This design comes from an exercise in tuning for small area, a short achievable clock period and few clock cycles on the open sky130 flow, not from production work. At most, simulation tests tie the RTL to the original design; equivalence was not proved. Power figures rest on the tool's default switching activity, not on a simulated workload.

==> run R: inputs <==
Design main, start of the top module:
module main(input clk, input rst, input start, input [31:0] n, input [63:0] exponent,
    output ready, output done, output [31:0] prime1
    );
	localparam ITER = 4;
	localparam K    = 36 / ITER;      
	reg st_idle, st_norm, st_dbl, st_n3, st_mul, st_conv, st_fin, st_gcd;
	reg        done_r;
	reg [31:0] a;         
	reg [63:0] er;        
	reg [6:0]  bl;        
	reg [6:0]  cnt;
	reg        first;     
	reg [33:0] v;
	reg [35:0] S, C;      
	reg [ITER-1:0] xb;    
	reg [ITER-1:0] xyl;   
	reg [ITER-1:0] u;     
	reg [33:0] n3;        
	assign ready  = st_idle;
	assign done   = done_r;
	assign prime1 = a;
	reg         cin;      
	wire [35:0] s_nx, c_nx;
	wire        cin_nx;
	modBigNumbers mont (.s(S), .c(C), .cin(cin), .x(xb), .y(v), .xyl(xyl), .u(u), .number(a), .n3(n3),
		.so(s_nx), .co(c_nx), .cout(cin_nx));
	wire [ITER-1:0] u_nx;
	montInv minv (.n(n[ITER-1:0]), .u(u_nx));
	wire [36:0] pa = st_conv ? {1'b0, S} :
	                 st_fin  ? 37'd0 :
	                 st_gcd  ? {1'b0, S} :
	                 st_n3   ? {4'd0, a, 1'b0} : {2'b00, v, 1'b0};
	wire [36:0] pb = st_conv ? {1'b0, C} :
	                 st_fin  ? {1'b1, ~{2'b00, v}} :
	                 st_n3   ? {5'd0, a} : ~{5'd0, a};
	wire        pc = st_conv ? cin : !st_n3;
	wire [37:0] sum2 = {pa, 1'b1} + {pb, pc};
	wire [36:0] sum  = sum2[37:1];
	wire        neg = sum[36];
	wire [33:0] v_dbl  = neg ? {v[32:0], 1'b0} : sum[33:0];
	wire [33:0] v_conv = er[59] ? {sum[32:0], 1'b0} : sum[33:0];
  ...
==> module main, before the edit <==
module main(input clk, input rst, input start, input [31:0] n, input [63:0] exponent,
    output ready, output done, output [31:0] prime1
    );
	localparam ITER = 4;
	localparam K    = 36 / ITER;      
	reg st_idle, st_norm, st_dbl, st_n3, st_mul, st_conv, st_fin, st_gcd;
	reg        done_r;
	reg [31:0] a;         
	reg [63:0] er;        
	reg [6:0]  bl;        
	reg [6:0]  cnt;
	reg        first;     
	reg [33:0] v;
	reg [35:0] S, C;      
	reg [ITER-1:0] xb;    
	reg [ITER-1:0] xyl;   
	reg [ITER-1:0] u;     
	reg [33:0] n3;        
	assign ready  = st_idle;
	assign done   = done_r;
	assign prime1 = a;
	reg         cin;      
	wire [35:0] s_nx, c_nx;
	wire        cin_nx;
	modBigNumbers mont (.s(S), .c(C), .cin(cin), .x(xb), .y(v), .xyl(xyl), .u(u), .number(a), .n3(n3),
		.so(s_nx), .co(c_nx), .cout(cin_nx));
	wire [ITER-1:0] u_nx;
	montInv minv (.n(n[ITER-1:0]), .u(u_nx));
	wire [36:0] pa = st_conv ? {1'b0, S} :
	                 st_fin  ? 37'd0 :
	                 st_gcd  ? {1'b0, S} :
	                 st_n3   ? {4'd0, a, 1'b0} : {2'b00, v, 1'b0};
	wire [36:0] pb = st_conv ? {1'b0, C} :
	                 st_fin  ? {1'b1, ~{2'b00, v}} :
	                 st_n3   ? {5'd0, a} : ~{5'd0, a};
	wire        pc = st_conv ? cin : !st_n3;
	wire [37:0] sum2 = {pa, 1'b1} + {pb, pc};
	wire [36:0] sum  = sum2[37:1];
	wire        neg = sum[36];
	wire [33:0] v_dbl  = neg ? {v[32:0], 1'b0} : sum[33:0];
	wire [33:0] v_conv = er[59] ? {sum[32:0], 1'b0} : sum[33:0];
	wire        normdone = er[63] | (bl == 7'd4);
	wire [3:0]  P = er[63:60];
	wire [35:0] vpad = {2'b00, v};
	wire        b_eq_a = (S == {4'd0, a});
	reg  [31:0] mask;
	reg  [6:0]  cnt0;     
	integer     bi;
	always @(*) begin
		mask = 32'd0;
		cnt0 = 7'd36;
		for (bi = 0; bi < 32; bi = bi + 1)
			if (a[bi]) begin
				mask = {32{1'b1}} >> (31 - bi);
				cnt0 = 7'd35 - bi[6:0];
			end
	end
	wire [33:0] v_init = {2'b00, (~a & mask) | 32'd1};
	wire        dbl_now = !first && cnt != 0;
	wire [6:0]  cnt_cur = first ? cnt0 : cnt;
	wire [ITER-1:0] xb_nx = st_conv ? v_conv[ITER-1:0] : st_mul ? vpad[ITER*(cnt+1) +: ITER] : v[ITER-1:0];
	wire [ITER-1:0] yl_nx = st_conv ? v_conv[ITER-1:0] : v[ITER-1:0];
	wire [ITER-1:0] xyl_nx = xb_nx * yl_nx;
	always @(posedge clk) begin
		xb  <= xb_nx;
		xyl <= xyl_nx;
		S   <= 36'd0;
		C   <= 36'd0;
		cin <= 1'b0;
		if (st_fin) S <= sum[35:0];       
		if (st_gcd) begin
			if (!S[0])
				S <= S[1] ? {1'b0, S[35:1]} : {2'b00, S[35:2]};
			else if (neg)                  
				S <= {4'd0, a};
			else
				S <= sum[1] ? sum[36:1] : {1'b0, sum[36:2]};
		end
		if (st_mul) begin
			S   <= s_nx;
			C   <= c_nx;
			cin <= cin_nx;
		end
		if (st_idle) begin
			a   <= n;
			u   <= u_nx;
			er  <= exponent;
			bl  <= 7'd64;
			first <= 1'b1;
		end
		if (st_norm) begin
			first <= 1'b0;
			if (first) begin
				v   <= v_init;
				cnt <= cnt0;
			end
			else if (cnt != 0) begin
				v   <= v_dbl;
				cnt <= cnt - 7'd1;
			end
			if (!normdone) begin
				er <= {er[62:0], 1'b0};
				bl <= bl - 7'd1;
			end
			else begin
				bl  <= bl - 7'd4;
				cnt <= cnt_cur - {6'd0, dbl_now} + {3'b000, P};
			end
		end
		if (st_dbl) begin
			if (cnt != 0) begin
				v   <= v_dbl;
				cnt <= cnt - 7'd1;
			end
		end
		if (st_n3)
			n3  <= sum[33:0];
		if (st_mul) begin
			cnt <= cnt + 7'd1;
		end
		if (st_conv) begin
			v   <= v_conv;
			er  <= {er[62:0], 1'b0};
			bl  <= bl - 7'd1;
			cnt <= 7'd0;
		end
		if (st_gcd && S[0] && !b_eq_a && neg)
			a <= S[31:0];
		done_r <= 1'b0;
		if (rst) begin
			st_idle <= 1'b1;
			st_norm <= 1'b0;
			st_dbl  <= 1'b0;
			st_n3   <= 1'b0;
			st_mul  <= 1'b0;
			st_conv <= 1'b0;
			st_fin  <= 1'b0;
			st_gcd  <= 1'b0;
		end
		else begin
			if (st_idle && start) begin
				st_idle <= 1'b0;
				st_norm <= 1'b1;
			end
			if (st_norm && normdone) begin
				st_norm <= 1'b0;
				st_dbl  <= 1'b1;
			end
			if (st_dbl && cnt[6:1] == 6'd0) begin
				st_dbl <= 1'b0;
				st_n3  <= 1'b1;
			end
			if (st_n3) begin
				st_n3  <= 1'b0;
				if (bl == 0) st_fin <= 1'b1;
				else         st_mul <= 1'b1;
			end
			if (st_mul && cnt == K - 1) begin
				st_mul  <= 1'b0;
				st_conv <= 1'b1;
			end
			if (st_conv) begin
				st_conv <= 1'b0;
				if (bl == 7'd1) st_fin <= 1'b1;
				else            st_mul <= 1'b1;
			end
			if (st_fin) begin
				st_fin <= 1'b0;
				st_gcd <= 1'b1;
			end
			if (st_gcd && S[0] && b_eq_a) begin
				st_gcd  <= 1'b0;
				st_idle <= 1'b1;
				done_r  <= 1'b1;
			end
		end
	end
endmodule
clock: 8.0 ns
lec_check: 0
cap_margin: 20
core_margin: 2
core_utilization: 55
setup_slack_margin: 3.7
slew_margin: 20
synth_memory_max_bits: 65536
standard.sh (not shown) runs the stock make flow with config.mk's settings and CLKGATE_MAP_FILE= SYNTH_SCRIPT=/design/flow/synth_recipe.tcl, a recipe that flattens the netlist after the stock synthesis.
==> flow/flow/run.sh <==
#!/bin/bash
set -euo pipefail
export BUFFER_PORTS_ARGS="-buffer_cell sky130_fd_sc_hd__buf_1"
bash standard.sh > standard.log 2>&1
==> run A (differences from run R) <==
--- a/flow/design.v
+++ b/flow/design.v
@@ -2146,7 +2146,7 @@
 	                 st_gcd  ? {1'b0, S} :
-	                 st_n3   ? {4'd0, a, 1'b0} : {2'b00, v, 1'b0};
+	                 st_n3   ? {3'd0, a, 2'b00} : {2'b00, v, 1'b0};
 	wire [36:0] pb = st_conv ? {1'b0, C} :
 	                 st_fin  ? {1'b1, ~{2'b00, v}} :
-	                 st_n3   ? {5'd0, a} : ~{5'd0, a};
-	wire        pc = st_conv ? cin : !st_n3;
+	                 ~{5'd0, a};
+	wire        pc = st_conv ? cin : 1'b1;
 	wire [37:0] sum2 = {pa, 1'b1} + {pb, pc};
@@ -2166,7 +2166,6 @@
 		cnt0 = 7'd36;
-		for (bi = 0; bi < 32; bi = bi + 1)
-			if (a[bi]) begin
-				mask = {32{1'b1}} >> (31 - bi);
-				cnt0 = 7'd35 - bi[6:0];
-			end
+		for (bi = 0; bi < 32; bi = bi + 1) begin
+			if (a[bi]) mask = {32{1'b1}} >> (31 - bi);
+			if (n[bi]) cnt0 = 7'd35 - bi[6:0];
+		end
 	end
@@ -2174,3 +2173,2 @@
 	wire        dbl_now = !first && cnt != 0;
-	wire [6:0]  cnt_cur = first ? cnt0 : cnt;
 	wire [ITER-1:0] xb_nx = st_conv ? v_conv[ITER-1:0] : st_mul ? vpad[ITER*(cnt+1) +: ITER] : v[ITER-1:0];
@@ -2204,2 +2202,3 @@
 			first <= 1'b1;
+			cnt <= cnt0;
 		end
@@ -2207,6 +2206,4 @@
 			first <= 1'b0;
-			if (first) begin
+			if (first)
 				v   <= v_init;
-				cnt <= cnt0;
-			end
 			else if (cnt != 0) begin
@@ -2221,3 +2218,3 @@
 				bl  <= bl - 7'd4;
-				cnt <= cnt_cur - {6'd0, dbl_now} + {3'b000, P};
+				cnt <= cnt - {6'd0, dbl_now} + {3'b000, P};
 			end
Settings changed: CORE_UTILIZATION 55 to 65, PLACE_DENSITY from default to 0.8, SETUP_SLACK_MARGIN 3.7 to 3.5.
==> run C (differences from run R) <==
--- a/flow/design.v
+++ b/flow/design.v
@@ -2144,3 +2144,3 @@
 	wire [36:0] pa = st_conv ? {1'b0, S} :
-	                 st_fin  ? 37'd0 :
+	                 (st_fin | first) ? 37'd0 :
 	                 st_gcd  ? {1'b0, S} :
@@ -2155,3 +2155,3 @@
 	wire [33:0] v_dbl  = neg ? {v[32:0], 1'b0} : sum[33:0];
-	wire [33:0] v_conv = er[59] ? {sum[32:0], 1'b0} : sum[33:0];
+	wire [33:0] v_conv = er[63] ? {sum[32:0], 1'b0} : sum[33:0];
 	wire        normdone = er[63] | (bl == 7'd4);
@@ -2172,3 +2172,3 @@
 	end
-	wire [33:0] v_init = {2'b00, (~a & mask) | 32'd1};
+	wire [33:0] v_init = {2'b00, sum[31:0] & mask};
 	wire        dbl_now = !first && cnt != 0;
@@ -2220,2 +2220,3 @@
 			else begin
+				er  <= {er[59:0], 4'd0};
 				bl  <= bl - 7'd4;
Settings changed: SETUP_SLACK_MARGIN 3.7 to 3.5.
==> comparison <==
Clock power: run R > run C > run A. Die area, highest first: run C, run R, run A. Between run R and run C, the lower combinational power is in run C (gap 92%, measured against run C). Sequential power: run R is larger than run C (about 2%). Sequential share of layout area: run R < run A < run C. In flip-flop and latch count, run A and run C do not differ. Between run A and run C, the lower routed wire length is in run A (gap about 2.3%, measured against run C). Fmax: run A is larger than run C (about 1.1%).
Testbench counts of run A, summed over its fixed seeds: cycles 98,636.
Testbench counts of run C, summed over its fixed seeds: cycles 98,636.
Only the layout flow was run in run R; the RTL was not checked for function there.

[afterwards: timing with drivers on the ports]
Ports are ideal in the flow. The routed layouts listed here were re-timed in OpenROAD.
Step 1 assumes that a clkbuf_16 drives the clock port and a buf_2 every other input.
Step 2 adds t to the input delays and takes it off the output delays; t is the mean of the earliest and latest rising clock arrival at the registers after step 1. Input paths then give back, and output paths get back, about the clock's delay inside the block.
a / b / c = ideal ports / drivers / drivers and shift; a / b = the first two.
run | t (ns) | setup slack, ns | hold WS [ns] | worst setup path after step 2
run R | 0.639 | 3.601 / 3.601 / 3.601 | 0.483 / 0.483 / 0.483 | register to register
run A | 0.661 | 3.553 / 3.553 / 3.553 | 0.483 / 0.483 / 0.483 | register to register
run C | 0.615 | 3.505 / 3.505 / 3.505 | 0.578 / 0.578 / 0.578 | register to register
After both steps setup and hold are still met in every run listed.
